Context: an optimization exercise on an open-source flow, tuned for small area, a short achievable clock period and few clock cycles. The choices shown serve that exercise and are no tape-out recipe.
Only simulation tests tie the RTL to the original design; equivalence was not proved.
No activity file was given, so power comes from the tool's default toggle rates.

==> design/flow/design.v <==
typedef enum logic [2:0] {
	S_IDLE,
	S_UART_RX,
	S_Milestone2,
	S_Milestone1
} top_state_type;
typedef enum logic [31:0] {
	M1_IDLE,
	LI_0,
	LI_1,
	LI_2,
	LI_3,
	LI_4,
	LI_5,
	LI_6,
	LI_7,
	LI_8,
	LI_9,
	CC_10,
	CC_11,
	CC_12,
	CC_13,
	CC_14,
	CC_15,
	CC_16,
	CC_17,
	CC_18,
	CC_19,
	CC_20,
	CC_21,
	CC_22,	
	CC_23,
	CC_24,
	CC_25,
	CC_26,
	CC_27,
	CC_28,
	CC_29,
	LO_30,
	LO_31,
	LO_32,
	LO_33,
	LO_34,
	LO_35,
	LO_36,
	LO_37,
	LO_38,
	LO_39,
	LO_40,
	LO_41,
	LO_42,
	LO_43,
	LO_44,
	LO_45,
	LO_46,
	LO_47,
	LO_48,
	LO_49,
	LO_50,
	LO_51,
	LO_52,
	LO_53,
	LO_54,
	LO_55,
	LO_56,
	LO_57,
	LO_58,
	LO_59,
	LO_60,
	LO_61,
	LO_62,
	LO_63,
	LO_64,
	LO_65,
	LO_66,
	LO_finish,
	M1_finish
} M1_state_type;
typedef enum logic [31:0] {
	M2_IDLE,
	LI_FS_0,
	LI_FS_1,
	CC_FS_2,
	CC_FS_3,
	CC_FS_4,
	CC_FS_5,
	CC_FS_6,
	CC_FS_7,
	CC_FS_8,
	CC_FS_9,
	LO_FS_10,
	LO_FS_11,
	LO_FS_12,
	LO_FS_13,
	LO_FS_14,
	LO_FS_15,
	LO_FS_16,
	LO_FS_17,
	LO_FS_17_5,
	LI_CT_18,
	LI_CT_19,
	CC_CT_20,
	CC_CT_21,
	CC_CT_22,
	CC_CT_23,
	CC_CT_24,
	CC_CT_25,
	CC_CT_26,
	CC_CT_27,
	LO_CT_28,
	LO_CT_29,
	LO_CT_30,
	LO_CT_31,
	LO_CT_32,
	LO_CT_33,
	LO_CT_34,
	LI_CS_FS_35,
	LI_CS_FS_35_5,
	LI_CS_FS_36,
	LI_CS_FS_37,
	CC_CS_FS_38,
	CC_CS_FS_39,
	CC_CS_FS_40,
	CC_CS_FS_41,
	CC_CS_FS_42,
	CC_CS_FS_43,
	CC_CS_FS_44,
	CC_CS_FS_45,
	LO_CS_FS_46,
	LO_CS_FS_47,
	LO_CS_FS_48,
	LO_CS_FS_49,
	LO_CS_FS_50,
	LO_CS_FS_51,
	LO_CS_FS_52,
	LI_WS_CT_53,
	LI_WS_CT_54,
	LI_WS_CT_55,
	CC_WS_CT_56,
	CC_WS_CT_57,
	CC_WS_CT_58,
	CC_WS_CT_59,
	CC_WS_CT_60,
	CC_WS_CT_61,
	CC_WS_CT_62,
	CC_WS_CT_63,
	LO_WS_CT_64,
	LO_WS_CT_65,
	LO_WS_CT_66,
	LO_WS_CT_67,
	LO_WS_CT_68,
	LO_WS_CT_69,
	LO_WS_CT_70,
	LO_IF_71,
	L2_finish,
	M2_finish
} M2_state_type;
typedef enum logic [1:0] {
	S_RXC_IDLE,
	S_RXC_SYNC,
	S_RXC_ASSEMBLE_DATA,
	S_RXC_STOP_BIT
} RX_Controller_state_type;
typedef enum logic [2:0] {
	S_US_IDLE,
	S_US_STRIP_FILE_HEADER_1,
	S_US_STRIP_FILE_HEADER_2,
	S_US_START_FIRST_BYTE_RECEIVE,
	S_US_WRITE_FIRST_BYTE,
	S_US_START_SECOND_BYTE_RECEIVE,
	S_US_WRITE_SECOND_BYTE
} UART_SRAM_state_type;
typedef enum logic [3:0] {
	S_VS_WAIT_NEW_PIXEL_ROW,
	S_VS_NEW_PIXEL_ROW_DELAY_1,
	S_VS_NEW_PIXEL_ROW_DELAY_2,
	S_VS_NEW_PIXEL_ROW_DELAY_3,
	S_VS_NEW_PIXEL_ROW_DELAY_4,
	S_VS_NEW_PIXEL_ROW_DELAY_5,
	S_VS_FETCH_PIXEL_DATA_0,
	S_VS_FETCH_PIXEL_DATA_1,
	S_VS_FETCH_PIXEL_DATA_2,
	S_VS_FETCH_PIXEL_DATA_3
} VGA_SRAM_state_type;
`timescale 1ns/100ps
`default_nettype none
module Milestone1(
	 input logic Clock,
	 input logic resetn,
	 input logic start,
	 input logic  [15:0] SRAM_read_data,
	 output logic [15:0] SRAM_write_data,
	 output logic done,
	 output logic SRAM_we_n,
	 output logic [17:0] SRAM_address
);
localparam logic [17:0] U_START   = 18'd38400;
localparam logic [17:0] V_START   = 18'd57600;
localparam logic [17:0] RGB_START = 18'd146944;
logic        run, fin;
logic        start_r;      
logic [4:0]  ph;           
logic        odd;          
logic        wr_en;        
logic [15:0] yaddr;        
logic [17:0] waddr;        
logic [7:0]  qw;           
logic [7:0]  uw0, uw1, uw2, uw3, uw4, uw5;
logic [7:0]  vw0, vw1, vw2, vw3, vw4, vw5;
logic [7:0]  ustage;
logic [15:0] vstage;
logic [15:0] yreg;
logic [7:0]  uodd, vodd;
logic [7:0] iw0, iw1, iw2, iw3, iw4, iw5;
logic [7:0] e0, e1, e2, e3, e4, e5;
logic [8:0] ip1, ip2, ip3;
logic [7:0] ia, ib;              
logic       ic;                  
logic [7:0] it_a, it_b;
logic       it_c;
logic [7:0] iout;
logic       q_first, q_second, q_156, q_157, q_158, q_last;    
wire [7:0] vnew = odd ? vstage[7:0] : vstage[15:8];
wire isel_v = ph[2];
assign iw0 = isel_v ? vw1  : uw0;
assign iw1 = isel_v ? vw2  : uw1;
assign iw2 = isel_v ? vw3  : uw2;
assign iw3 = isel_v ? vw4  : uw3;
assign iw4 = isel_v ? vw5  : uw4;
assign iw5 = isel_v ? vnew : uw5;
wire c_first  = isel_v ? q_last   : q_first;
wire c_second = isel_v ? q_first  : q_second;
wire c_157    = isel_v ? q_156    : q_157;
wire c_158    = isel_v ? q_157    : q_158;
wire c_last   = isel_v ? q_158    : q_last;
assign e0 = c_first ? iw2 : c_second ? iw1 : iw0;
assign e1 = c_first ? iw2 : iw1;
assign e2 = iw2;
assign e3 = c_last ? iw2 : iw3;
assign e4 = c_last ? iw2 : c_158 ? iw3 : iw4;
assign e5 = c_last ? iw2 : c_158 ? iw3 : c_157 ? iw4 : iw5;
always_ff @(posedge Clock) begin
	ip1 <= {1'b0, e2} + {1'b0, e3};
	ip2 <= {1'b0, e1} + {1'b0, e4};
	ip3 <= {1'b0, e0} + {1'b0, e5};
	ia  <= it_a;
	ib  <= it_b;
	ic  <= it_c;
end
interp_tree u_interp (.p1(ip1), .p2(ip2), .p3(ip3), .a(it_a), .b(it_b), .c(it_c));
assign iout = ia + ib + {7'd0, ic};
logic [7:0] ry, rv, gy, gu, gv, by, bu;
logic [8:0] gs;       
logic [11:0] r_out, g_out, b_out;    
logic [11:0] ro, go, bo;
function automatic [7:0] clip(input logic [11:0] x);
	clip = x[11] ? 8'd0 : (|x[10:8]) ? 8'd255 : x[7:0];
endfunction
always_ff @(posedge Clock) begin
	ry <= ph[0] ? yreg[7:0] : yreg[15:8];
	rv <= ph[0] ? vodd : vw2;
	gy <= ph[1] ? yreg[7:0] : yreg[15:8];
	gu <= ph[1] ? uodd : uw2;
	gv <= ph[1] ? vodd : vw2;
	gs <= ph[1] ? {1'b0, uodd} + {1'b0, vodd} : {1'b0, uw2} + {1'b0, vw2};
	by <= ph[1] ? yreg[7:0] : yreg[15:8];
	bu <= ph[1] ? uodd : uw2;
	ro <= r_out;
	go <= g_out;
	bo <= b_out;
end
csc_r u_r (.y(ry), .v(rv), .o(r_out));
csc_g u_g (.y(gy), .u(gu), .v(gv), .s(gs), .o(g_out));
csc_b u_b (.y(by), .u(bu), .o(b_out));
wire        last_pair = (yaddr == 16'd38400);
wire        y_neg     = yaddr[15] & ~wr_en;    
wire [17:0] c_addr    = {{3{y_neg}}, yaddr[15:1]} + (odd ? U_START + 18'd2 : V_START + 18'd3);
always_ff @(posedge Clock) begin
	if (ph[2]) begin
		uw0 <= uw1; uw1 <= uw2; uw2 <= uw3; uw3 <= uw4; uw4 <= uw5;
		vw0 <= vw1; vw1 <= vw2; vw2 <= vw3; vw3 <= vw4; vw4 <= vw5;
		if (!odd) begin
			uw5 <= SRAM_read_data[15:8];
			ustage <= SRAM_read_data[7:0];
			vw5 <= vstage[15:8];
		end else begin
			uw5 <= ustage;
			vw5 <= vstage[7:0];
			vstage <= SRAM_read_data;
		end
	end
	if (ph[3]) yreg <= SRAM_read_data;
	if (ph[0]) uodd <= iout;
	if (ph[4]) vodd <= iout;
	SRAM_write_data <= ph[1] ? {clip(ro), clip(go)} : ph[2] ? {clip(bo), clip(ro)} : {clip(go), clip(bo)};
end
always_ff @(posedge Clock) begin
	if (ph[4]) SRAM_address <= c_addr;
	else if (ph[0]) SRAM_address <= {2'd0, yaddr};
	else SRAM_address <= waddr;
end
always_ff @(posedge Clock or negedge resetn) begin
	if (!resetn) begin
		run   <= 1'b0;
		fin   <= 1'b0;
		done  <= 1'b0;
		start_r <= 1'b0;
		ph    <= 5'b10000;
		odd   <= 1'b0;         
		wr_en <= 1'b0;
		yaddr <= 16'hFFFB;     
		waddr <= RGB_START;
		qw    <= 8'd155;       
		q_first  <= 1'b0;
		q_second <= 1'b0;
		q_156    <= 1'b0;
		q_157    <= 1'b0;
		q_158    <= 1'b0;
		q_last   <= 1'b0;
		SRAM_we_n <= 1'b1;
	end else begin
		done <= 1'b0;
		start_r <= start;
		if ((run || (start_r && !fin)) && !(run && ph[4] && last_pair)) begin
			if (!run) run <= 1'b1;
			ph <= {ph[3:0], ph[4]};
			if (ph[4]) begin  
				odd   <= ~odd;
				yaddr <= yaddr + 16'd1;
				if (yaddr == 16'd0) wr_en <= 1'b1;
			end
			if (ph[4] || ph[0]) SRAM_we_n <= 1'b1;
			else begin  
				SRAM_we_n <= ~wr_en;
				if (wr_en) waddr <= waddr + 18'd1;
			end
			if (ph[2]) begin
				qw       <= q_last ? 8'd0 : qw + 8'd1;
				q_first  <= q_last;
				q_second <= q_first;
				q_156    <= (qw == 8'd155);
				q_157    <= q_156;
				q_158    <= q_157;
				q_last   <= q_158;
			end
		end else if (run) begin
			run  <= 1'b0;
			fin  <= 1'b1;
			done <= 1'b1;
			SRAM_we_n <= 1'b1;
		end
	end
end
endmodule
module csc_r(input logic [7:0] y, input logic [7:0] v, output logic [11:0] o);
wire r_0 = y[7] ^ y[5] ^ y[3];
wire r_1 = (y[7] & y[5]) | (y[7] & y[3]) | (y[5] & y[3]);
wire r_2 = y[0] ^ v[5];
wire r_3 = y[0] & v[5];
wire r_4 = y[6] ^ y[4] ^ y[1];
wire r_5 = (y[6] & y[4]) | (y[6] & y[1]) | (y[4] & y[1]);
wire r_6 = v[6] ^ v[5];
wire r_7 = v[6] & v[5];
wire r_8 = y[7] ^ y[5] ^ y[2];
wire r_9 = (y[7] & y[5]) | (y[7] & y[2]) | (y[5] & y[2]);
wire r_10 = v[7] ^ v[6];
wire r_11 = v[7] & v[6];
wire r_12 = y[6] ^ y[3];
wire r_13 = y[6] & y[3];
wire r_14 = ~y[4] ^ v[6];
wire r_15 = ~y[4] & v[6];
wire r_16 = ~y[5] ^ v[7] ^ v[6];
wire r_17 = (~y[5] & v[7]) | (~y[5] & v[6]) | (v[7] & v[6]);
wire r_18 = v[3] ^ v[0];
wire r_19 = v[3] & v[0];
wire r_20 = ~y[6] ^ v[7] ^ v[4];
wire r_21 = (~y[6] & v[7]) | (~y[6] & v[4]) | (v[7] & v[4]);
wire r_22 = ~y[7] ^ y[0] ^ v[5];
wire r_23 = (~y[7] & y[0]) | (~y[7] & v[5]) | (y[0] & v[5]);
wire r_24 = y[2] ^ y[0];
wire r_25 = y[2] & y[0];
wire r_26 = y[3] ^ y[1] ^ v[5];
wire r_27 = (y[3] & y[1]) | (y[3] & v[5]) | (y[1] & v[5]);
wire r_28 = v[1] ^ v[0];
wire r_29 = v[1] & v[0];
wire r_30 = y[4] ^ y[2] ^ y[0];
wire r_31 = (y[4] & y[2]) | (y[4] & y[0]) | (y[2] & y[0]);
wire r_32 = v[6] ^ v[2] ^ v[1];
wire r_33 = (v[6] & v[2]) | (v[6] & v[1]) | (v[2] & v[1]);
wire r_34 = y[5] ^ y[3] ^ y[1];
wire r_35 = (y[5] & y[3]) | (y[5] & y[1]) | (y[3] & y[1]);
wire r_36 = v[7] ^ v[3] ^ v[2];
wire r_37 = (v[7] & v[3]) | (v[7] & v[2]) | (v[3] & v[2]);
wire r_38 = y[6] ^ y[4] ^ y[2];
wire r_39 = (y[6] & y[4]) | (y[6] & y[2]) | (y[4] & y[2]);
wire r_40 = v[4] ^ v[3] ^ v[0];
wire r_41 = (v[4] & v[3]) | (v[4] & v[0]) | (v[3] & v[0]);
wire r_42 = r_0 ^ r_2 ^ v[4];
wire r_43 = (r_0 & r_2) | (r_0 & v[4]) | (r_2 & v[4]);
wire r_44 = ~(v[1] ^ v[0]);
wire r_45 = v[1] | v[0];
wire r_46 = r_1 ^ r_3 ^ r_4;
wire r_47 = (r_1 & r_3) | (r_1 & r_4) | (r_3 & r_4);
wire r_48 = r_6 ^ v[2] ^ v[1];
wire r_49 = (r_6 & v[2]) | (r_6 & v[1]) | (v[2] & v[1]);
wire r_50 = r_5 ^ r_7 ^ r_8;
wire r_51 = (r_5 & r_7) | (r_5 & r_8) | (r_7 & r_8);
wire r_52 = r_10 ^ v[3] ^ v[2];
wire r_53 = (r_10 & v[3]) | (r_10 & v[2]) | (v[3] & v[2]);
wire r_54 = r_9 ^ r_11 ^ r_12;
wire r_55 = (r_9 & r_11) | (r_9 & r_12) | (r_11 & r_12);
wire r_56 = v[7] ^ v[4] ^ v[3];
wire r_57 = (v[7] & v[4]) | (v[7] & v[3]) | (v[4] & v[3]);
wire r_58 = r_13 ^ y[7] ^ y[4];
wire r_59 = (r_13 & y[7]) | (r_13 & y[4]) | (y[7] & y[4]);
wire r_60 = v[5] ^ v[4];
wire r_61 = v[5] & v[4];
wire r_62 = y[5] ^ v[6] ^ v[5];
wire r_63 = (y[5] & v[6]) | (y[5] & v[5]) | (v[6] & v[5]);
wire r_64 = ~y[0] ^ v[2];
wire r_65 = ~y[0] & v[2];
wire r_66 = ~y[1] ^ v[3];
wire r_67 = ~y[1] & v[3];
wire r_68 = ~y[2] ^ v[4] ^ v[3];
wire r_69 = (~y[2] & v[4]) | (~y[2] & v[3]) | (v[4] & v[3]);
wire r_70 = ~y[3] ^ v[5] ^ v[4];
wire r_71 = (~y[3] & v[5]) | (~y[3] & v[4]) | (v[5] & v[4]);
wire r_72 = r_14 ^ v[5] ^ v[2];
wire r_73 = (r_14 & v[5]) | (r_14 & v[2]) | (v[5] & v[2]);
wire r_74 = r_15 ^ r_16 ^ r_18;
wire r_75 = (r_15 & r_16) | (r_15 & r_18) | (r_16 & r_18);
wire r_76 = r_17 ^ r_19 ^ r_20;
wire r_77 = (r_17 & r_19) | (r_17 & r_20) | (r_19 & r_20);
wire r_78 = r_21 ^ r_22 ^ v[2];
wire r_79 = (r_21 & r_22) | (r_21 & v[2]) | (r_22 & v[2]);
wire r_80 = r_23 ^ y[1] ^ v[6];
wire r_81 = (r_23 & y[1]) | (r_23 & v[6]) | (y[1] & v[6]);
wire r_82 = r_24 ^ v[7] ^ v[4];
wire r_83 = (r_24 & v[7]) | (r_24 & v[4]) | (v[7] & v[4]);
wire r_84 = r_25 ^ r_26 ^ r_28;
wire r_85 = (r_25 & r_26) | (r_25 & r_28) | (r_26 & r_28);
wire r_86 = r_27 ^ r_29 ^ r_30;
wire r_87 = (r_27 & r_29) | (r_27 & r_30) | (r_29 & r_30);
wire r_88 = r_31 ^ r_33 ^ r_34;
wire r_89 = (r_31 & r_33) | (r_31 & r_34) | (r_33 & r_34);
wire r_90 = r_35 ^ r_37 ^ r_38;
wire r_91 = (r_35 & r_37) | (r_35 & r_38) | (r_37 & r_38);
wire r_92 = r_39 ^ r_41 ^ r_42;
wire r_93 = (r_39 & r_41) | (r_39 & r_42) | (r_41 & r_42);
wire r_94 = r_43 ^ r_45 ^ r_46;
wire r_95 = (r_43 & r_45) | (r_43 & r_46) | (r_45 & r_46);
wire r_96 = r_47 ^ r_49 ^ r_50;
wire r_97 = (r_47 & r_49) | (r_47 & r_50) | (r_49 & r_50);
wire r_98 = r_51 ^ r_53 ^ r_54;
wire r_99 = (r_51 & r_53) | (r_51 & r_54) | (r_53 & r_54);
wire r_100 = r_55 ^ r_57 ^ r_58;
wire r_101 = (r_55 & r_57) | (r_55 & r_58) | (r_57 & r_58);
wire r_102 = r_59 ^ r_61 ^ r_62;
wire r_103 = (r_59 & r_61) | (r_59 & r_62) | (r_61 & r_62);
wire r_104 = r_63 ^ y[6] ^ v[7];
wire r_105 = (r_63 & y[6]) | (r_63 & v[7]) | (y[6] & v[7]);
wire r_106 = r_64 ^ v[1];
wire r_107 = r_64 & v[1];
wire r_108 = r_65 ^ r_66 ^ v[2];
wire r_109 = (r_65 & r_66) | (r_65 & v[2]) | (r_66 & v[2]);
wire r_110 = r_67 ^ r_68 ^ v[0];
wire r_111 = (r_67 & r_68) | (r_67 & v[0]) | (r_68 & v[0]);
wire r_112 = r_69 ^ r_70 ^ v[1];
wire r_113 = (r_69 & r_70) | (r_69 & v[1]) | (r_70 & v[1]);
wire r_114 = ~(r_71 ^ r_72);
wire r_115 = r_71 | r_72;
wire r_116 = ~(r_73 ^ r_74);
wire r_117 = r_73 | r_74;
wire r_118 = r_75 ^ r_76 ^ v[1];
wire r_119 = (r_75 & r_76) | (r_75 & v[1]) | (r_76 & v[1]);
wire r_120 = ~(r_77 ^ r_78);
wire r_121 = r_77 | r_78;
wire r_122 = r_79 ^ r_80 ^ v[3];
wire r_123 = (r_79 & r_80) | (r_79 & v[3]) | (r_80 & v[3]);
wire r_124 = r_81 ^ r_82 ^ v[0];
wire r_125 = (r_81 & r_82) | (r_81 & v[0]) | (r_82 & v[0]);
wire r_126 = ~(r_83 ^ r_84);
wire r_127 = r_83 | r_84;
wire r_128 = r_85 ^ r_86 ^ r_32;
wire r_129 = (r_85 & r_86) | (r_85 & r_32) | (r_86 & r_32);
wire r_130 = r_87 ^ r_88 ^ r_36;
wire r_131 = (r_87 & r_88) | (r_87 & r_36) | (r_88 & r_36);
wire r_132 = r_89 ^ r_90 ^ r_40;
wire r_133 = (r_89 & r_90) | (r_89 & r_40) | (r_90 & r_40);
wire r_134 = r_91 ^ r_92 ^ r_44;
wire r_135 = (r_91 & r_92) | (r_91 & r_44) | (r_92 & r_44);
wire r_136 = r_93 ^ r_94 ^ r_48;
wire r_137 = (r_93 & r_94) | (r_93 & r_48) | (r_94 & r_48);
wire r_138 = r_95 ^ r_96 ^ r_52;
wire r_139 = (r_95 & r_96) | (r_95 & r_52) | (r_96 & r_52);
wire r_140 = r_97 ^ r_98 ^ r_56;
wire r_141 = (r_97 & r_98) | (r_97 & r_56) | (r_98 & r_56);
wire r_142 = r_99 ^ r_100 ^ r_60;
wire r_143 = (r_99 & r_100) | (r_99 & r_60) | (r_100 & r_60);
wire r_144 = ~(r_101 ^ r_102);
wire r_145 = r_101 | r_102;
wire r_146 = r_103 ^ r_104 ^ v[6];
wire r_147 = (r_103 & r_104) | (r_103 & v[6]) | (r_104 & v[6]);
wire r_148 = r_105 ^ y[7] ^ v[7];
wire r_149 = (r_105 & y[7]) | (r_105 & v[7]) | (y[7] & v[7]);
wire [27:0] r_a = {1'b1, 1'b1, 1'b1, r_149, r_147, r_145, r_143, r_141, r_139, r_137, r_135, r_133, r_131, r_129, r_127, r_125, r_123, r_121, r_119, r_117, r_115, r_113, r_111, r_109, r_107, r_106, v[1], v[0]};
wire [27:0] r_b = {1'b0, 1'b0, 1'b0, 1'b1, r_148, r_146, r_144, r_142, r_140, r_138, r_136, r_134, r_132, r_130, r_128, r_126, r_124, r_122, r_120, r_118, r_116, r_114, r_112, r_110, r_108, 1'b1, v[0], 1'b0};
wire [27:0] r_s = r_a + r_b;
assign o = r_s[27:16];
endmodule
module csc_g(input logic [7:0] y, input logic [7:0] u, input logic [7:0] v, input logic [8:0] s, output logic [11:0] o);
wire g_0 = y[4] ^ y[2];
wire g_1 = y[4] & y[2];
wire g_2 = y[5] ^ y[3] ^ y[1];
wire g_3 = (y[5] & y[3]) | (y[5] & y[1]) | (y[3] & y[1]);
wire g_4 = y[6] ^ y[4] ^ y[2];
wire g_5 = (y[6] & y[4]) | (y[6] & y[2]) | (y[4] & y[2]);
wire g_6 = ~u[5] ^ u[2];
wire g_7 = ~u[5] & u[2];
wire g_8 = y[7] ^ y[5] ^ y[3];
wire g_9 = (y[7] & y[5]) | (y[7] & y[3]) | (y[5] & y[3]);
wire g_10 = y[0] ^ ~u[6] ^ u[3];
wire g_11 = (y[0] & ~u[6]) | (y[0] & u[3]) | (~u[6] & u[3]);
wire g_12 = ~v[4] ^ ~v[2];
wire g_13 = ~v[4] & ~v[2];
wire g_14 = y[6] ^ y[4] ^ y[1];
wire g_15 = (y[6] & y[4]) | (y[6] & y[1]) | (y[4] & y[1]);
wire g_16 = ~u[7] ^ u[4] ^ ~v[5];
wire g_17 = (~u[7] & u[4]) | (~u[7] & ~v[5]) | (u[4] & ~v[5]);
wire g_18 = ~v[3] ^ ~s[2];
wire g_19 = ~v[3] & ~s[2];
wire g_20 = y[7] ^ y[5] ^ y[2];
wire g_21 = (y[7] & y[5]) | (y[7] & y[2]) | (y[5] & y[2]);
wire g_22 = u[5] ^ ~v[6] ^ ~v[4];
wire g_23 = (u[5] & ~v[6]) | (u[5] & ~v[4]) | (~v[6] & ~v[4]);
wire g_24 = ~~s[3];
wire g_25 = y[6] ^ y[3] ^ u[6];
wire g_26 = (y[6] & y[3]) | (y[6] & u[6]) | (y[3] & u[6]);
wire g_27 = ~v[7] ^ ~v[5];
wire g_28 = ~v[7] & ~v[5];
wire g_29 = y[7] ^ y[4] ^ u[7];
wire g_30 = (y[7] & y[4]) | (y[7] & u[7]) | (y[4] & u[7]);
wire g_31 = ~y[3] ^ u[2];
wire g_32 = ~y[3] & u[2];
wire g_33 = ~y[4] ^ u[3] ^ ~v[6];
wire g_34 = (~y[4] & u[3]) | (~y[4] & ~v[6]) | (u[3] & ~v[6]);
wire g_35 = ~y[5] ^ u[4] ^ ~v[7];
wire g_36 = (~y[5] & u[4]) | (~y[5] & ~v[7]) | (u[4] & ~v[7]);
wire g_37 = ~y[6] ^ u[5];
wire g_38 = ~y[6] & u[5];
wire g_39 = ~y[7] ^ y[0] ^ u[6];
wire g_40 = (~y[7] & y[0]) | (~y[7] & u[6]) | (y[0] & u[6]);
wire g_41 = y[1] ^ u[7];
wire g_42 = y[1] & u[7];
wire g_43 = y[2] ^ y[0] ^ ~u[1];
wire g_44 = (y[2] & y[0]) | (y[2] & ~u[1]) | (y[0] & ~u[1]);
wire g_45 = y[3] ^ y[1] ^ ~u[2];
wire g_46 = (y[3] & y[1]) | (y[3] & ~u[2]) | (y[1] & ~u[2]);
wire g_47 = g_0 ^ y[0] ^ ~u[3];
wire g_48 = (g_0 & y[0]) | (g_0 & ~u[3]) | (y[0] & ~u[3]);
wire g_49 = u[0] ^ ~v[1];
wire g_50 = u[0] & ~v[1];
wire g_51 = g_1 ^ g_2 ^ ~u[4];
wire g_52 = (g_1 & g_2) | (g_1 & ~u[4]) | (g_2 & ~u[4]);
wire g_53 = u[1] ^ ~v[2] ^ ~v[0];
wire g_54 = (u[1] & ~v[2]) | (u[1] & ~v[0]) | (~v[2] & ~v[0]);
wire g_55 = g_3 ^ g_4 ^ g_6;
wire g_56 = (g_3 & g_4) | (g_3 & g_6) | (g_4 & g_6);
wire g_57 = ~v[3] ^ ~v[1] ^ ~s[0];
wire g_58 = (~v[3] & ~v[1]) | (~v[3] & ~s[0]) | (~v[1] & ~s[0]);
wire g_59 = g_5 ^ g_7 ^ g_8;
wire g_60 = (g_5 & g_7) | (g_5 & g_8) | (g_7 & g_8);
wire g_61 = g_10 ^ g_12 ^ ~s[1];
wire g_62 = (g_10 & g_12) | (g_10 & ~s[1]) | (g_12 & ~s[1]);
wire g_63 = g_9 ^ g_11 ^ g_13;
wire g_64 = (g_9 & g_11) | (g_9 & g_13) | (g_11 & g_13);
wire g_65 = g_14 ^ g_16 ^ g_18;
wire g_66 = (g_14 & g_16) | (g_14 & g_18) | (g_16 & g_18);
wire g_67 = g_15 ^ g_17 ^ g_19;
wire g_68 = (g_15 & g_17) | (g_15 & g_19) | (g_17 & g_19);
wire g_69 = g_20 ^ g_22 ^ g_24;
wire g_70 = (g_20 & g_22) | (g_20 & g_24) | (g_22 & g_24);
wire g_71 = g_21 ^ g_23 ^ ~s[3];
wire g_72 = (g_21 & g_23) | (g_21 & ~s[3]) | (g_23 & ~s[3]);
wire g_73 = g_25 ^ g_27 ^ ~s[4];
wire g_74 = (g_25 & g_27) | (g_25 & ~s[4]) | (g_27 & ~s[4]);
wire g_75 = g_26 ^ g_28 ^ g_29;
wire g_76 = (g_26 & g_28) | (g_26 & g_29) | (g_28 & g_29);
wire g_77 = ~(~v[6] ^ ~s[5]);
wire g_78 = ~v[6] | ~s[5];
wire g_79 = g_30 ^ y[5] ^ ~v[7];
wire g_80 = (g_30 & y[5]) | (g_30 & ~v[7]) | (y[5] & ~v[7]);
wire g_81 = ~~s[6];
wire g_82 = g_31 ^ ~v[5];
wire g_83 = g_31 & ~v[5];
wire g_84 = g_32 ^ g_33 ^ ~s[1];
wire g_85 = (g_32 & g_33) | (g_32 & ~s[1]) | (g_33 & ~s[1]);
wire g_86 = g_34 ^ g_35 ^ ~s[2];
wire g_87 = (g_34 & g_35) | (g_34 & ~s[2]) | (g_35 & ~s[2]);
wire g_88 = g_36 ^ g_37 ^ ~s[3];
wire g_89 = (g_36 & g_37) | (g_36 & ~s[3]) | (g_37 & ~s[3]);
wire g_90 = g_38 ^ g_39 ^ ~s[4];
wire g_91 = (g_38 & g_39) | (g_38 & ~s[4]) | (g_39 & ~s[4]);
wire g_92 = g_40 ^ g_41 ^ ~u[0];
wire g_93 = (g_40 & g_41) | (g_40 & ~u[0]) | (g_41 & ~u[0]);
wire g_94 = g_42 ^ g_43 ^ ~s[6];
wire g_95 = (g_42 & g_43) | (g_42 & ~s[6]) | (g_43 & ~s[6]);
wire g_96 = g_44 ^ g_45 ^ ~v[0];
wire g_97 = (g_44 & g_45) | (g_44 & ~v[0]) | (g_45 & ~v[0]);
wire g_98 = g_46 ^ g_47 ^ g_49;
wire g_99 = (g_46 & g_47) | (g_46 & g_49) | (g_47 & g_49);
wire g_100 = g_48 ^ g_50 ^ g_51;
wire g_101 = (g_48 & g_50) | (g_48 & g_51) | (g_50 & g_51);
wire g_102 = g_52 ^ g_54 ^ g_55;
wire g_103 = (g_52 & g_54) | (g_52 & g_55) | (g_54 & g_55);
wire g_104 = g_56 ^ g_58 ^ g_59;
wire g_105 = (g_56 & g_58) | (g_56 & g_59) | (g_58 & g_59);
wire g_106 = g_60 ^ g_62 ^ g_63;
wire g_107 = (g_60 & g_62) | (g_60 & g_63) | (g_62 & g_63);
wire g_108 = g_64 ^ g_66 ^ g_67;
wire g_109 = (g_64 & g_66) | (g_64 & g_67) | (g_66 & g_67);
wire g_110 = g_68 ^ g_70 ^ g_71;
wire g_111 = (g_68 & g_70) | (g_68 & g_71) | (g_70 & g_71);
wire g_112 = g_72 ^ g_74 ^ g_75;
wire g_113 = (g_72 & g_74) | (g_72 & g_75) | (g_74 & g_75);
wire g_114 = g_76 ^ g_78 ^ g_79;
wire g_115 = (g_76 & g_78) | (g_76 & g_79) | (g_78 & g_79);
wire g_116 = g_80 ^ ~s[6] ^ y[6];
wire g_117 = (g_80 & ~s[6]) | (g_80 & y[6]) | (~s[6] & y[6]);
wire g_118 = ~y[0] ^ ~v[2];
wire g_119 = ~y[0] & ~v[2];
wire g_120 = ~y[1] ^ u[0] ^ ~v[3];
wire g_121 = (~y[1] & u[0]) | (~y[1] & ~v[3]) | (u[0] & ~v[3]);
wire g_122 = ~y[2] ^ u[1] ^ ~v[4];
wire g_123 = (~y[2] & u[1]) | (~y[2] & ~v[4]) | (u[1] & ~v[4]);
wire g_124 = ~(g_82 ^ ~s[0]);
wire g_125 = g_82 | ~s[0];
wire g_126 = ~(g_83 ^ g_84);
wire g_127 = g_83 | g_84;
wire g_128 = ~(g_85 ^ g_86);
wire g_129 = g_85 | g_86;
wire g_130 = ~(g_87 ^ g_88);
wire g_131 = g_87 | g_88;
wire g_132 = ~(g_89 ^ g_90);
wire g_133 = g_89 | g_90;
wire g_134 = g_91 ^ g_92 ^ ~s[5];
wire g_135 = (g_91 & g_92) | (g_91 & ~s[5]) | (g_92 & ~s[5]);
wire g_136 = ~(g_93 ^ g_94);
wire g_137 = g_93 | g_94;
wire g_138 = g_95 ^ g_96 ^ ~s[7];
wire g_139 = (g_95 & g_96) | (g_95 & ~s[7]) | (g_96 & ~s[7]);
wire g_140 = g_97 ^ g_98 ^ ~s[8];
wire g_141 = (g_97 & g_98) | (g_97 & ~s[8]) | (g_98 & ~s[8]);
wire g_142 = g_99 ^ g_100 ^ g_53;
wire g_143 = (g_99 & g_100) | (g_99 & g_53) | (g_100 & g_53);
wire g_144 = g_101 ^ g_102 ^ g_57;
wire g_145 = (g_101 & g_102) | (g_101 & g_57) | (g_102 & g_57);
wire g_146 = g_103 ^ g_104 ^ g_61;
wire g_147 = (g_103 & g_104) | (g_103 & g_61) | (g_104 & g_61);
wire g_148 = g_105 ^ g_106 ^ g_65;
wire g_149 = (g_105 & g_106) | (g_105 & g_65) | (g_106 & g_65);
wire g_150 = g_107 ^ g_108 ^ g_69;
wire g_151 = (g_107 & g_108) | (g_107 & g_69) | (g_108 & g_69);
wire g_152 = g_109 ^ g_110 ^ g_73;
wire g_153 = (g_109 & g_110) | (g_109 & g_73) | (g_110 & g_73);
wire g_154 = g_111 ^ g_112 ^ g_77;
wire g_155 = (g_111 & g_112) | (g_111 & g_77) | (g_112 & g_77);
wire g_156 = g_113 ^ g_114 ^ g_81;
wire g_157 = (g_113 & g_114) | (g_113 & g_81) | (g_114 & g_81);
wire g_158 = g_115 ^ g_116 ^ ~s[7];
wire g_159 = (g_115 & g_116) | (g_115 & ~s[7]) | (g_116 & ~s[7]);
wire g_160 = g_117 ^ y[7] ^ ~s[8];
wire g_161 = (g_117 & y[7]) | (g_117 & ~s[8]) | (y[7] & ~s[8]);
wire [27:0] g_a = {1'b1, 1'b1, 1'b1, g_161, g_159, g_157, g_155, g_153, g_151, g_149, g_147, g_145, g_143, g_141, g_139, g_137, g_135, g_133, g_131, g_129, g_127, g_125, g_123, g_121, g_119, g_118, ~v[1], ~v[0]};
wire [27:0] g_b = {1'b0, 1'b0, 1'b0, 1'b1, g_160, g_158, g_156, g_154, g_152, g_150, g_148, g_146, g_144, g_142, g_140, g_138, g_136, g_134, g_132, g_130, g_128, g_126, g_124, g_122, g_120, 1'b1, 1'b0, 1'b1};
wire [27:0] g_s = g_a + g_b;
assign o = g_s[27:16];
endmodule
module csc_b(input logic [7:0] y, input logic [7:0] u, output logic [11:0] o);
wire b_0 = ~y[4] ^ ~u[6];
wire b_1 = ~y[4] & ~u[6];
wire b_2 = ~y[5] ^ ~u[7] ^ ~u[5];
wire b_3 = (~y[5] & ~u[7]) | (~y[5] & ~u[5]) | (~u[7] & ~u[5]);
wire b_4 = u[2] ^ u[0];
wire b_5 = u[2] & u[0];
wire b_6 = ~y[6] ^ ~u[6] ^ u[3];
wire b_7 = (~y[6] & ~u[6]) | (~y[6] & u[3]) | (~u[6] & u[3]);
wire b_8 = ~u[1];
wire b_9 = ~y[7] ^ y[0] ^ ~u[7];
wire b_10 = (~y[7] & y[0]) | (~y[7] & ~u[7]) | (y[0] & ~u[7]);
wire b_11 = u[4] ^ u[2];
wire b_12 = u[4] & u[2];
wire b_13 = y[1] ^ u[5] ^ u[3];
wire b_14 = (y[1] & u[5]) | (y[1] & u[3]) | (u[5] & u[3]);
wire b_15 = y[2] ^ y[0] ^ u[6];
wire b_16 = (y[2] & y[0]) | (y[2] & u[6]) | (y[0] & u[6]);
wire b_17 = u[4] ^ u[1];
wire b_18 = u[4] & u[1];
wire b_19 = y[3] ^ y[1] ^ u[7];
wire b_20 = (y[3] & y[1]) | (y[3] & u[7]) | (y[1] & u[7]);
wire b_21 = u[5] ^ u[2];
wire b_22 = u[5] & u[2];
wire b_23 = y[4] ^ y[2] ^ y[0];
wire b_24 = (y[4] & y[2]) | (y[4] & y[0]) | (y[2] & y[0]);
wire b_25 = u[6] ^ u[3];
wire b_26 = u[6] & u[3];
wire b_27 = y[5] ^ y[3] ^ y[1];
wire b_28 = (y[5] & y[3]) | (y[5] & y[1]) | (y[3] & y[1]);
wire b_29 = u[7] ^ u[4];
wire b_30 = u[7] & u[4];
wire b_31 = y[6] ^ y[4] ^ y[2];
wire b_32 = (y[6] & y[4]) | (y[6] & y[2]) | (y[4] & y[2]);
wire b_33 = y[7] ^ y[5] ^ y[3];
wire b_34 = (y[7] & y[5]) | (y[7] & y[3]) | (y[5] & y[3]);
wire b_35 = y[0] ^ u[6];
wire b_36 = y[0] & u[6];
wire b_37 = y[6] ^ y[4] ^ y[1];
wire b_38 = (y[6] & y[4]) | (y[6] & y[1]) | (y[4] & y[1]);
wire b_39 = ~(u[7] ^ u[0]);
wire b_40 = u[7] | u[0];
wire b_41 = y[7] ^ y[5] ^ y[2];
wire b_42 = (y[7] & y[5]) | (y[7] & y[2]) | (y[5] & y[2]);
wire b_43 = y[6] ^ y[3];
wire b_44 = y[6] & y[3];
wire b_45 = ~y[1] ^ ~u[3];
wire b_46 = ~y[1] & ~u[3];
wire b_47 = ~y[2] ^ ~u[4];
wire b_48 = ~y[2] & ~u[4];
wire b_49 = ~y[3] ^ ~u[5] ^ ~u[3];
wire b_50 = (~y[3] & ~u[5]) | (~y[3] & ~u[3]) | (~u[5] & ~u[3]);
wire b_51 = b_0 ^ ~u[4] ^ u[1];
wire b_52 = (b_0 & ~u[4]) | (b_0 & u[1]) | (~u[4] & u[1]);
wire b_53 = b_1 ^ b_2 ^ b_4;
wire b_54 = (b_1 & b_2) | (b_1 & b_4) | (b_2 & b_4);
wire b_55 = b_3 ^ b_5 ^ b_6;
wire b_56 = (b_3 & b_5) | (b_3 & b_6) | (b_5 & b_6);
wire b_57 = b_7 ^ u[1] ^ b_9;
wire b_58 = (b_7 & u[1]) | (b_7 & b_9) | (u[1] & b_9);
wire b_59 = b_10 ^ b_12 ^ b_13;
wire b_60 = (b_10 & b_12) | (b_10 & b_13) | (b_12 & b_13);
wire b_61 = b_14 ^ b_15 ^ b_17;
wire b_62 = (b_14 & b_15) | (b_14 & b_17) | (b_15 & b_17);
wire b_63 = b_16 ^ b_18 ^ b_19;
wire b_64 = (b_16 & b_18) | (b_16 & b_19) | (b_18 & b_19);
wire b_65 = b_20 ^ b_22 ^ b_23;
wire b_66 = (b_20 & b_22) | (b_20 & b_23) | (b_22 & b_23);
wire b_67 = b_24 ^ b_26 ^ b_27;
wire b_68 = (b_24 & b_26) | (b_24 & b_27) | (b_26 & b_27);
wire b_69 = b_28 ^ b_30 ^ b_31;
wire b_70 = (b_28 & b_30) | (b_28 & b_31) | (b_30 & b_31);
wire b_71 = b_32 ^ b_33 ^ b_35;
wire b_72 = (b_32 & b_33) | (b_32 & b_35) | (b_33 & b_35);
wire b_73 = b_34 ^ b_36 ^ b_37;
wire b_74 = (b_34 & b_36) | (b_34 & b_37) | (b_36 & b_37);
wire b_75 = b_38 ^ b_40 ^ b_41;
wire b_76 = (b_38 & b_40) | (b_38 & b_41) | (b_40 & b_41);
wire b_77 = b_42 ^ b_43 ^ u[2];
wire b_78 = (b_42 & b_43) | (b_42 & u[2]) | (b_43 & u[2]);
wire b_79 = b_44 ^ y[7] ^ y[4];
wire b_80 = (b_44 & y[7]) | (b_44 & y[4]) | (y[7] & y[4]);
wire b_81 = y[5] ^ u[4];
wire b_82 = y[5] & u[4];
wire b_83 = y[6] ^ u[5];
wire b_84 = y[6] & u[5];
wire b_85 = y[7] ^ u[6];
wire b_86 = y[7] & u[6];
wire b_87 = ~y[0] ^ ~u[2];
wire b_88 = ~y[0] & ~u[2];
wire b_89 = ~(b_45 ^ ~u[1]);
wire b_90 = b_45 | ~u[1];
wire b_91 = b_46 ^ b_47 ^ ~u[2];
wire b_92 = (b_46 & b_47) | (b_46 & ~u[2]) | (b_47 & ~u[2]);
wire b_93 = b_48 ^ b_49 ^ u[0];
wire b_94 = (b_48 & b_49) | (b_48 & u[0]) | (b_49 & u[0]);
wire b_95 = ~(b_50 ^ b_51);
wire b_96 = b_50 | b_51;
wire b_97 = ~(b_52 ^ b_53);
wire b_98 = b_52 | b_53;
wire b_99 = b_54 ^ b_55 ^ b_8;
wire b_100 = (b_54 & b_55) | (b_54 & b_8) | (b_55 & b_8);
wire b_101 = b_56 ^ b_57 ^ b_11;
wire b_102 = (b_56 & b_57) | (b_56 & b_11) | (b_57 & b_11);
wire b_103 = b_58 ^ b_59 ^ u[0];
wire b_104 = (b_58 & b_59) | (b_58 & u[0]) | (b_59 & u[0]);
wire b_105 = ~(b_60 ^ b_61);
wire b_106 = b_60 | b_61;
wire b_107 = b_62 ^ b_63 ^ b_21;
wire b_108 = (b_62 & b_63) | (b_62 & b_21) | (b_63 & b_21);
wire b_109 = b_64 ^ b_65 ^ b_25;
wire b_110 = (b_64 & b_65) | (b_64 & b_25) | (b_65 & b_25);
wire b_111 = b_66 ^ b_67 ^ b_29;
wire b_112 = (b_66 & b_67) | (b_66 & b_29) | (b_67 & b_29);
wire b_113 = b_68 ^ b_69 ^ u[5];
wire b_114 = (b_68 & b_69) | (b_68 & u[5]) | (b_69 & u[5]);
wire b_115 = ~(b_70 ^ b_71);
wire b_116 = b_70 | b_71;
wire b_117 = b_72 ^ b_73 ^ b_39;
wire b_118 = (b_72 & b_73) | (b_72 & b_39) | (b_73 & b_39);
wire b_119 = b_74 ^ b_75 ^ u[1];
wire b_120 = (b_74 & b_75) | (b_74 & u[1]) | (b_75 & u[1]);
wire b_121 = ~(b_76 ^ b_77);
wire b_122 = b_76 | b_77;
wire b_123 = b_78 ^ b_79 ^ u[3];
wire b_124 = (b_78 & b_79) | (b_78 & u[3]) | (b_79 & u[3]);
wire b_125 = ~(b_80 ^ b_81);
wire b_126 = b_80 | b_81;
wire b_127 = ~(b_82 ^ b_83);
wire b_128 = b_82 | b_83;
wire b_129 = ~(b_84 ^ b_85);
wire b_130 = b_84 | b_85;
wire b_131 = b_86 ^ u[7];
wire b_132 = b_86 & u[7];
wire [27:0] b_a = {1'b1, 1'b1, b_132, b_130, b_128, b_126, b_124, b_122, b_120, b_118, b_116, b_114, b_112, b_110, b_108, b_106, b_104, b_102, b_100, b_98, b_96, b_94, b_92, b_90, b_88, b_87, ~u[1], ~u[0]};
wire [27:0] b_b = {1'b0, 1'b0, 1'b1, b_131, b_129, b_127, b_125, b_123, b_121, b_119, b_117, b_115, b_113, b_111, b_109, b_107, b_105, b_103, b_101, b_99, b_97, b_95, b_93, b_91, b_89, ~u[0], 1'b0, 1'b1};
wire [27:0] b_s = b_a + b_b;
assign o = b_s[27:16];
endmodule
module interp_tree(input logic [8:0] p1, input logic [8:0] p2, input logic [8:0] p3,
                   output logic [7:0] a, output logic [7:0] b, output logic c);
wire it_0 = ~p1[7] ^ p1[2];
wire it_1 = ~p1[7] & p1[2];
wire it_2 = ~p1[8] ^ p1[3];
wire it_3 = ~p1[8] & p1[3];
wire it_4 = ~p1[5] ^ p1[0];
wire it_5 = ~p1[5] & p1[0];
wire it_6 = ~p1[6] ^ p1[1] ^ ~p2[4];
wire it_7 = (~p1[6] & p1[1]) | (~p1[6] & ~p2[4]) | (p1[1] & ~p2[4]);
wire it_8 = p2[2] ^ ~p2[0] ^ p3[6];
wire it_9 = (p2[2] & ~p2[0]) | (p2[2] & p3[6]) | (~p2[0] & p3[6]);
wire it_10 = it_0 ^ p1[0] ^ ~p2[5];
wire it_11 = (it_0 & p1[0]) | (it_0 & ~p2[5]) | (p1[0] & ~p2[5]);
wire it_12 = p2[3] ^ ~p2[1] ^ p3[7];
wire it_13 = (p2[3] & ~p2[1]) | (p2[3] & p3[7]) | (~p2[1] & p3[7]);
wire it_14 = p3[5] ^ p3[3];
wire it_15 = p3[5] & p3[3];
wire it_16 = it_1 ^ it_2 ^ p1[1];
wire it_17 = (it_1 & it_2) | (it_1 & p1[1]) | (it_2 & p1[1]);
wire it_18 = ~p2[6] ^ p2[4] ^ ~p2[2];
wire it_19 = (~p2[6] & p2[4]) | (~p2[6] & ~p2[2]) | (p2[4] & ~p2[2]);
wire it_20 = p3[8] ^ p3[6] ^ p3[4];
wire it_21 = (p3[8] & p3[6]) | (p3[8] & p3[4]) | (p3[6] & p3[4]);
wire it_22 = it_3 ^ p1[4] ^ p1[2];
wire it_23 = (it_3 & p1[4]) | (it_3 & p1[2]) | (p1[4] & p1[2]);
wire it_24 = ~p2[7] ^ p2[5] ^ ~p2[3];
wire it_25 = (~p2[7] & p2[5]) | (~p2[7] & ~p2[3]) | (p2[5] & ~p2[3]);
wire it_26 = ~(p3[7] ^ p3[5]);
wire it_27 = p3[7] | p3[5];
wire it_28 = p1[5] ^ p1[3] ^ ~p2[8];
wire it_29 = (p1[5] & p1[3]) | (p1[5] & ~p2[8]) | (p1[3] & ~p2[8]);
wire it_30 = p2[6] ^ ~p2[4] ^ p3[8];
wire it_31 = (p2[6] & ~p2[4]) | (p2[6] & p3[8]) | (~p2[4] & p3[8]);
wire it_32 = ~p3[6];
wire it_33 = p1[6] ^ p1[4] ^ p2[7];
wire it_34 = (p1[6] & p1[4]) | (p1[6] & p2[7]) | (p1[4] & p2[7]);
wire it_35 = p1[7] ^ p1[5];
wire it_36 = p1[7] & p1[5];
wire it_37 = ~p1[2] ^ ~p2[0];
wire it_38 = ~p1[2] & ~p2[0];
wire it_39 = ~p1[3] ^ ~p2[1];
wire it_40 = ~p1[3] & ~p2[1];
wire it_41 = ~p1[4] ^ ~p2[2] ^ p2[0];
wire it_42 = (~p1[4] & ~p2[2]) | (~p1[4] & p2[0]) | (~p2[2] & p2[0]);
wire it_43 = p3[4] ^ p3[2];
wire it_44 = p3[4] & p3[2];
wire it_45 = it_4 ^ ~p2[3] ^ p2[1];
wire it_46 = (it_4 & ~p2[3]) | (it_4 & p2[1]) | (~p2[3] & p2[1]);
wire it_47 = p3[5] ^ p3[3] ^ p3[1];
wire it_48 = (p3[5] & p3[3]) | (p3[5] & p3[1]) | (p3[3] & p3[1]);
wire it_49 = it_5 ^ it_6 ^ it_8;
wire it_50 = (it_5 & it_6) | (it_5 & it_8) | (it_6 & it_8);
wire it_51 = ~(p3[4] ^ p3[2]);
wire it_52 = p3[4] | p3[2];
wire it_53 = it_7 ^ it_9 ^ it_10;
wire it_54 = (it_7 & it_9) | (it_7 & it_10) | (it_9 & it_10);
wire it_55 = ~(it_12 ^ it_14);
wire it_56 = it_12 | it_14;
wire it_57 = it_11 ^ it_13 ^ it_15;
wire it_58 = (it_11 & it_13) | (it_11 & it_15) | (it_13 & it_15);
wire it_59 = it_16 ^ it_18 ^ it_20;
wire it_60 = (it_16 & it_18) | (it_16 & it_20) | (it_18 & it_20);
wire it_61 = it_17 ^ it_19 ^ it_21;
wire it_62 = (it_17 & it_19) | (it_17 & it_21) | (it_19 & it_21);
wire it_63 = it_22 ^ it_24 ^ it_26;
wire it_64 = (it_22 & it_24) | (it_22 & it_26) | (it_24 & it_26);
wire it_65 = it_23 ^ it_25 ^ it_27;
wire it_66 = (it_23 & it_25) | (it_23 & it_27) | (it_25 & it_27);
wire it_67 = it_28 ^ it_30 ^ it_32;
wire it_68 = (it_28 & it_30) | (it_28 & it_32) | (it_30 & it_32);
wire it_69 = it_29 ^ it_31 ^ p3[6];
wire it_70 = (it_29 & it_31) | (it_29 & p3[6]) | (it_31 & p3[6]);
wire it_71 = it_33 ^ ~p2[5] ^ p3[7];
wire it_72 = (it_33 & ~p2[5]) | (it_33 & p3[7]) | (~p2[5] & p3[7]);
wire it_73 = it_34 ^ it_35 ^ p2[8];
wire it_74 = (it_34 & it_35) | (it_34 & p2[8]) | (it_35 & p2[8]);
wire it_75 = ~(~p2[6] ^ p3[8]);
wire it_76 = ~p2[6] | p3[8];
wire it_77 = it_36 ^ p1[8] ^ p1[6];
wire it_78 = (it_36 & p1[8]) | (it_36 & p1[6]) | (p1[8] & p1[6]);
wire it_79 = ~~p2[7];
wire it_80 = p1[7] ^ ~p2[8];
wire it_81 = p1[7] & ~p2[8];
wire it_82 = it_37 ^ p3[2];
wire it_83 = it_37 & p3[2];
wire it_84 = it_38 ^ it_39 ^ p3[3];
wire it_85 = (it_38 & it_39) | (it_38 & p3[3]) | (it_39 & p3[3]);
wire it_86 = it_40 ^ it_41 ^ it_43;
wire it_87 = (it_40 & it_41) | (it_40 & it_43) | (it_41 & it_43);
wire it_88 = it_42 ^ it_44 ^ it_45;
wire it_89 = (it_42 & it_44) | (it_42 & it_45) | (it_44 & it_45);
wire it_90 = it_46 ^ it_48 ^ it_49;
wire it_91 = (it_46 & it_48) | (it_46 & it_49) | (it_48 & it_49);
wire it_92 = it_50 ^ it_52 ^ it_53;
wire it_93 = (it_50 & it_52) | (it_50 & it_53) | (it_52 & it_53);
wire it_94 = it_54 ^ it_56 ^ it_57;
wire it_95 = (it_54 & it_56) | (it_54 & it_57) | (it_56 & it_57);
wire it_96 = it_58 ^ it_60 ^ it_61;
wire it_97 = (it_58 & it_60) | (it_58 & it_61) | (it_60 & it_61);
wire it_98 = it_62 ^ it_64 ^ it_65;
wire it_99 = (it_62 & it_64) | (it_62 & it_65) | (it_64 & it_65);
wire it_100 = it_66 ^ it_68 ^ it_69;
wire it_101 = (it_66 & it_68) | (it_66 & it_69) | (it_68 & it_69);
wire it_102 = it_70 ^ it_72 ^ it_73;
wire it_103 = (it_70 & it_72) | (it_70 & it_73) | (it_72 & it_73);
wire it_104 = it_74 ^ it_76 ^ it_77;
wire it_105 = (it_74 & it_76) | (it_74 & it_77) | (it_76 & it_77);
wire it_106 = it_78 ^ ~p2[7] ^ it_80;
wire it_107 = (it_78 & ~p2[7]) | (it_78 & it_80) | (~p2[7] & it_80);
wire it_108 = ~p1[0] ^ p3[0];
wire it_109 = ~p1[0] & p3[0];
wire it_110 = ~p1[1] ^ p3[1];
wire it_111 = ~p1[1] & p3[1];
wire it_112 = ~(it_82 ^ p3[0]);
wire it_113 = it_82 | p3[0];
wire it_114 = it_83 ^ it_84 ^ p3[1];
wire it_115 = (it_83 & it_84) | (it_83 & p3[1]) | (it_84 & p3[1]);
wire it_116 = it_85 ^ it_86 ^ p3[0];
wire it_117 = (it_85 & it_86) | (it_85 & p3[0]) | (it_86 & p3[0]);
wire it_118 = it_87 ^ it_88 ^ it_47;
wire it_119 = (it_87 & it_88) | (it_87 & it_47) | (it_88 & it_47);
wire it_120 = it_89 ^ it_90 ^ it_51;
wire it_121 = (it_89 & it_90) | (it_89 & it_51) | (it_90 & it_51);
wire it_122 = it_91 ^ it_92 ^ it_55;
wire it_123 = (it_91 & it_92) | (it_91 & it_55) | (it_92 & it_55);
wire it_124 = it_93 ^ it_94 ^ it_59;
wire it_125 = (it_93 & it_94) | (it_93 & it_59) | (it_94 & it_59);
wire it_126 = it_95 ^ it_96 ^ it_63;
wire it_127 = (it_95 & it_96) | (it_95 & it_63) | (it_96 & it_63);
wire it_128 = it_97 ^ it_98 ^ it_67;
wire it_129 = (it_97 & it_98) | (it_97 & it_67) | (it_98 & it_67);
wire it_130 = it_99 ^ it_100 ^ it_71;
wire it_131 = (it_99 & it_100) | (it_99 & it_71) | (it_100 & it_71);
wire it_132 = it_101 ^ it_102 ^ it_75;
wire it_133 = (it_101 & it_102) | (it_101 & it_75) | (it_102 & it_75);
wire it_134 = it_103 ^ it_104 ^ it_79;
wire it_135 = (it_103 & it_104) | (it_103 & it_79) | (it_104 & it_79);
wire it_136 = ~(it_105 ^ it_106);
wire it_137 = it_105 | it_106;
wire it_138 = it_107 ^ it_81 ^ p1[8];
wire it_139 = (it_107 & it_81) | (it_107 & p1[8]) | (it_81 & p1[8]);
wire [15:0] it_a = {it_137, it_135, it_133, it_131, it_129, it_127, it_125, it_123, it_121, it_119, it_117, it_115, it_113, it_111, it_109, it_108};
wire [15:0] it_b = {it_138, it_136, it_134, it_132, it_130, it_128, it_126, it_124, it_122, it_120, it_118, it_116, it_114, it_112, it_110, 1'b1};
wire [8:0] it_lo = {1'b0, it_a[7:0]} + {1'b0, it_b[7:0]};
assign a = it_a[15:8];
assign b = it_b[15:8];
assign c = it_lo[8];
endmodule
==> design/flow/flow/run.sh <==
#!/bin/bash
# Standard layout (the standard.sh) with a larger setup repair margin, so
# that timing repair aims for a shorter clock period than the constraint.
set -euo pipefail
MARGIN=${MARGIN:-7}
sed -e "s/SETUP_SLACK_MARGIN=[0-9.]*/SETUP_SLACK_MARGIN=$MARGIN/" standard.sh > standard_margin.sh
grep -q "SETUP_SLACK_MARGIN=$MARGIN" standard_margin.sh
bash standard_margin.sh > layout.log 2>&1
==> design/flow/standard.sh <==
#!/bin/bash
# synth_recipe.tcl (not shown) runs the flow's synth.tcl, then flattens the netlist and writes it again
# the make line also repeats each setting of config.mk as NAME=value (left out here)
make -C /OpenROAD-flow-scripts/flow DESIGN_CONFIG=/design/flow/config.mk WORK_HOME=/design/flow/orfs CLKGATE_MAP_FILE= SYNTH_SCRIPT=/design/flow/synth_recipe.tcl "${@:-finish}"
==> design/flow/config.mk <==
export PLATFORM = sky130hd
export DESIGN_NAME = Milestone1
export DESIGN_NICKNAME = Milestone1
export VERILOG_FILES = /design/flow/design.v
export SDC_FILE = /design/flow/constraint.sdc
export NUM_CORES = 4
export LEC_CHECK = 0
export CAP_MARGIN = 20
export CORE_MARGIN = 2
export CORE_UTILIZATION = 60
export SETUP_SLACK_MARGIN = 5
export SLEW_MARGIN = 20
==> design/flow/constraint.sdc <==
create_clock -name core_clock -period 11.0 [get_ports {Clock}]
set_input_delay 2.2000 -clock core_clock [delete_from_list [all_inputs] [get_ports {Clock}]]
set_output_delay 2.2000 -clock core_clock [all_outputs]
set_load 0.01 [all_outputs]
==> flow_metrics.env <==
export IMPL_reg2reg_slack_ns=6.99
export IMPL_p_leak_nw=12.2
export IMPL_cts_tree="built"
export IMPL_timing_setup_tns_ns=0
export IMPL_fmaxAchievable_mhz=250
export IMPL_routed_wirelength_um=56600
export IMPL_skew_ns=0.0472
export IMPL_drt_pass1_iterations=5
export IMPL_timing_slew_headroom_pct=35.3
export IMPL_finalHoldWorstSlack_ns=0.435
export IMPL_crit_slowest_cell="sky130_fd_sc_hd__fa_1"
export IMPL_post_route_cells_drive_above_1_share_pct=14.7
export IMPL_clockBufferDepth=3
export IMPL_yosys_cell_types_count=85
export IMPL_report_final_slew_viol_count=0
export IMPL_run_status="finished clean"
export IMPL_rows=73
export IMPL_timing_final_crit_period_ns=4.01
export IMPL_buffer_ports_inserted=54
export IMPL_critPathMaxFanout=4
export IMPL_die_height_um=206
export IMPL_vias_in_the_first_global_route=16900
export IMPL_fp_coreArea_sq_um=39900
export IMPL_synth_seq_cells=365
export IMPL_timing_critical_path_from_type="flop"
export IMPL_area_growth_pct=13.7
export IMPL_critical_path_reg2reg_endpoint="go[5]$_DFF_P_"
export IMPL_max_slew_worst_pin_slew_ns=0.970
export IMPL_antenna_found_initial=1
export IMPL_htree_num_levels=2
export IMPL_arrival_ns=4.45
export IMPL_hold_path_class="reg2reg"
export IMPL_worstSetupPathType="reg2reg"
export IMPL_final_instance_count_excl_fill=2951
export IMPL_fin_crit_sh_pct=36.4
export IMPL_power_density_nw_per_um2=146
export IMPL_report_final_setup_viol=0
export IMPL_top_level_ports=55
export IMPL_cp_end_kind="flop"
export IMPL_crit_path_cell_trace="clkinvlp_4, fa_2, fa_1, inv_2, fa_1, inv_2, fa_1, inv_2, ha_4, a21o_1, a21oi_2, nor2b_1, a311oi_2, a21oi_1, xor2_1"
export IMPL_cts_buffers=42
export IMPL_route_antenna_remaining_nets=0
export IMPL_cts_reportedPaths_clkPinSlew_ns=0.06
export IMPL_place_detailed_instances=2830
export IMPL_post_synth_instance_area_sq_um=24400
export IMPL_globalRoute_totalOverflow=0
export IMPL_cp_required_ns=11.45
export IMPL_r2r_cells=15
export IMPL_postSynthCellCount=2298
export IMPL_avg_synthesized_cell_area_sq_um=10.6
export IMPL_clock_insertion_delay_worst_skew_ns=0.60
export IMPL_top_ff_cell_synth="sky130_fd_sc_hd__dfxtp_1"
export IMPL_grt_start_max_net_pins=76
export IMPL_cp_endpoint="go[5]$_DFF_P_"
export IMPL_vias=16100
export IMPL_grt_pass1_wl_um=90000
export IMPL_viasPerCell=5.46
export IMPL_asyncSetResetFlopFracSynth_pct=16.4
export IMPL_fillers=3042
export IMPL_dieWidth_um=206
export IMPL_max_cap_viol_count=0
export IMPL_clock_root_buffer="sky130_fd_sc_hd__clkbuf_16"
export IMPL_final_nets=2838
export IMPL_dp_hpwl_um=43400
export IMPL_synth_enable_flop_cells=144
export IMPL_initial_core_util_pct=61.0
export IMPL_synthesis_nets=2744
export IMPL_crit_path_max_incr_delay_ns=0.51
export IMPL_synth_seq_area_share_pct=37.3
export IMPL_detail_route_drc_violations=0
export IMPL_grt_setup_unrepaired="true"
export IMPL_cts_hold_repair_buffers=0
export IMPL_mean_routed_wirelength_per_cell_um=19.2
export IMPL_place_gp_congestion=0.929
export IMPL_detail_route_iter0_violations=874
export IMPL_grt_util_all_layers_pct=27.9
export IMPL_reg2reg_from="by[5]$_DFF_P_"
export IMPL_vdd_ir_drop_max_uv=286
export IMPL_cts_sinks=365
export IMPL_crit_start="by[5]$_DFF_P_"
export IMPL_finalHoldViolations=0
export IMPL_yosysWarnings=1
export IMPL_worstHoldPathCells=0
export IMPL_floorplan_die_area_sq_um=42200
[metrics by stage]
| stage | area (sq um) | util, % | power [mW] | worst slack (ns) |
|---|---|---|---|---|
| after floorplan | 24400 | - | 2.34 | 7.00 |
| after global placement | 25400 | 63.7 | 2.61 | 6.56 |
| after detailed placement | 25400 | 63.7 | 2.65 | 6.42 |
| after CTS | 27300 | 68.5 | 4.09 | 6.99 |
| after global routing | 27700 | 69.4 | 4.33 | 6.85 |
| final | 27700 | 69.4 | 4.04 | 6.99 |
[placed cells by master, fill, tap and decap left out, drive strengths merged, types with 9 or more instances in the layout]
cell,n
inv,440
ha,220
fa,207
dfxtp,161
nor2,160
edfxtp,144
a21oi,124
nand2,109
o21ai,105
mux2,81
xnor2,78
clkbuf,60
buf,54
clkdlybuf4s50,53
mux2i,46
xor2,34
nor3,33
dfrtp,32
a21o,30
dfstp,28
nand3,20
nor2b,17
and3,15
nand4,14
a211oi,14
o21a,11
clkinv,11
a21boi,10
nand2b,9
clkinvlp,9
o21bai,9
[cell usage after synthesis (5+ instances only)]
library cell | count | area, sq um
sky130_fd_sc_hd__mux2i_1 | 46 | 460
sky130_fd_sc_hd__nand4_1 | 13 | 81.3
sky130_fd_sc_hd__a31oi_1 | 6 | 37.5
sky130_fd_sc_hd__nor2b_1 | 17 | 106
sky130_fd_sc_hd__fa_1 | 207 | 4140
sky130_fd_sc_hd__nor3_1 | 32 | 160
sky130_fd_sc_hd__dfxtp_1 | 161 | 3220
sky130_fd_sc_hd__nor4_1 | 6 | 37.5
sky130_fd_sc_hd__nand3_1 | 19 | 95.1
sky130_fd_sc_hd__edfxtp_1 | 144 | 4320
sky130_fd_sc_hd__dfstp_2 | 28 | 736
sky130_fd_sc_hd__o21a_1 | 11 | 82.6
sky130_fd_sc_hd__ha_1 | 220 | 2750
sky130_fd_sc_hd__mux2_2 | 81 | 912
sky130_fd_sc_hd__xor2_1 | 34 | 298
sky130_fd_sc_hd__buf_4 | 5 | 37.5
sky130_fd_sc_hd__a21oi_1 | 122 | 611
sky130_fd_sc_hd__clkbuf_1 | 33 | 124
sky130_fd_sc_hd__nor2_1 | 157 | 589
sky130_fd_sc_hd__a211oi_1 | 11 | 82.6
sky130_fd_sc_hd__nand2_1 | 107 | 402
sky130_fd_sc_hd__a21o_1 | 30 | 225
sky130_fd_sc_hd__inv_1 | 446 | 1670
sky130_fd_sc_hd__o21bai_1 | 9 | 67.6
sky130_fd_sc_hd__o21ai_0 | 104 | 521
sky130_fd_sc_hd__buf_1 | 7 | 26.3
sky130_fd_sc_hd__buf_2 | 11 | 55.1
sky130_fd_sc_hd__nand2b_1 | 9 | 56.3
sky130_fd_sc_hd__dfrtp_1 | 32 | 801
sky130_fd_sc_hd__a21boi_0 | 9 | 67.6
sky130_fd_sc_hd__and2_1 | 5 | 31.3
sky130_fd_sc_hd__and3_1 | 13 | 81.3
sky130_fd_sc_hd__o32ai_1 | 5 | 43.8
sky130_fd_sc_hd__xnor2_1 | 78 | 683
[power breakdown]
part | switching [mW] | leakage [nW] | internal, mW
Sequential | 0.0477 | 3.37 | 1.52
Combinational | 0.582 | 8.13 | 0.457
Clock | 0.573 | 0.680 | 0.858
[logic make-up (layout without fill, tap and decap cells)]
| group | Yosys count | after routing | share of synthesized area, % |
|---|---|---|---|
| multiplexers | 127 | 127 | 5.63 |
| XOR/XNOR | 112 | 112 | 4.03 |
| adder cells (fa/ha/maj) | 429 | 429 | 28.4 |
| AND/OR/NAND/NOR | 407 | 407 | 7.78 |
| AO/OA/AOI/OAI | 353 | 353 | 8.95 |
| other | 0 | 1 | 0 |
| flip-flops | 365 | 365 | 37.3 |
| buffers and inverters | 505 | 632 | 7.94 |
[metal layers]
metal / up-vias / GRT usage [%] / routed length [um]
met4: 0 / 10.6 / 2070
met2: 344 / 47.0 / 27300
li1: 7737 / - / -
met3: 119 / 4.32 / 2690
met5: - / 0 / 0
met1: 7900 / 36.4 / 24600
[worst max-delay path: cells and delay by family (launching register included)]
family	cells	cell delay, ns
XOR/XNOR	1	0.15
adder cells (fa/ha/maj)	5	2.21
buffers and inverters	4	0.27
AND/OR/NAND/NOR	1	0.07
AO/OA/AOI/OAI	4	0.82
flip-flops	1	0.37
[registers in the layout (all words and copies together) (netlist names), 9 cells and up]
register,cells
SRAM_address,18
SRAM_write_data,16
bo,12
go,11
gs,9
ip1,9
ip2,9
ip3,9
ro,11
vstage,16
waddr,18
yaddr,16
yreg,16
[timing repair]
item	CTS	global route
hold endpoints to repair	0	0
resized for setup	74	61
setup endpoints to repair	45	30
pin swaps	14	22
gates cloned	0	0
setup buffers	28	15
[how the worst min path moves through the flow]
stage	startpoint	endpoint	slack, ns
floorplan	fin$_DFFE_PN0P_	fin$_DFFE_PN0P_	0.41
global placement	vw5[4]$_DFFE_PP_	vw4[4]$_DFFE_PP_	0.42
detailed placement	uw4[1]$_DFFE_PP_	uw3[1]$_DFFE_PP_	0.43
CTS	uw4[1]$_DFFE_PP_	uw3[1]$_DFFE_PP_	0.44
global route	uw4[1]$_DFFE_PP_	uw3[1]$_DFFE_PP_	0.45
finish	uw4[1]$_DFFE_PP_	uw3[1]$_DFFE_PP_	0.44
[layout make-up]
type / instances / area [sq um] / share of cell area [%]
well taps: 525 / 657 / 2.37
repair buffers: 107 / 982 / 3.54
flip-flops and latches: 365 / 9160 / 33.1
inverters: 448 / 1730 / 6.23
multi-input cells: 1428 / 13700 / 49.6
diodes: 1 / 2.50 / 0.00903
clock buffers: 60 / 1160 / 4.18
clock inverters: 17 / 275 / 0.993
Testbench counts, summed over its fixed seeds: cycles 1,152,162.

## afterwards: timing with drivers on the ports
How much do the figures lean on ideal ports? The routed layout below was timed once more, with nothing changed but the port constraints.
Step 1 sets driving cells, clkbuf_16 on the clock port and buf_2 on the other inputs (assumed; they add their load-dependent delay and slew).
Step 2 also shifts input and output timing later by t, the mid clock arrival at the registers, as if the neighbouring blocks saw the same clock.
Three values: ideal ports, drivers, drivers and shift; two values: the first two.
t, ns: 0.638
setup WS [ns]: 6.994 / 6.994 / 6.994
latest minus earliest clock arrival (ns): 0.052 / 0.052
worst register clock-pin slew, ns: 0.06 / 0.06
cell pins on the clock port's net: 1
After both steps this run still meets setup and hold. For this run, drivers alone change the setup slack by 0.000 ns; drivers and shift together by 0.000 ns.
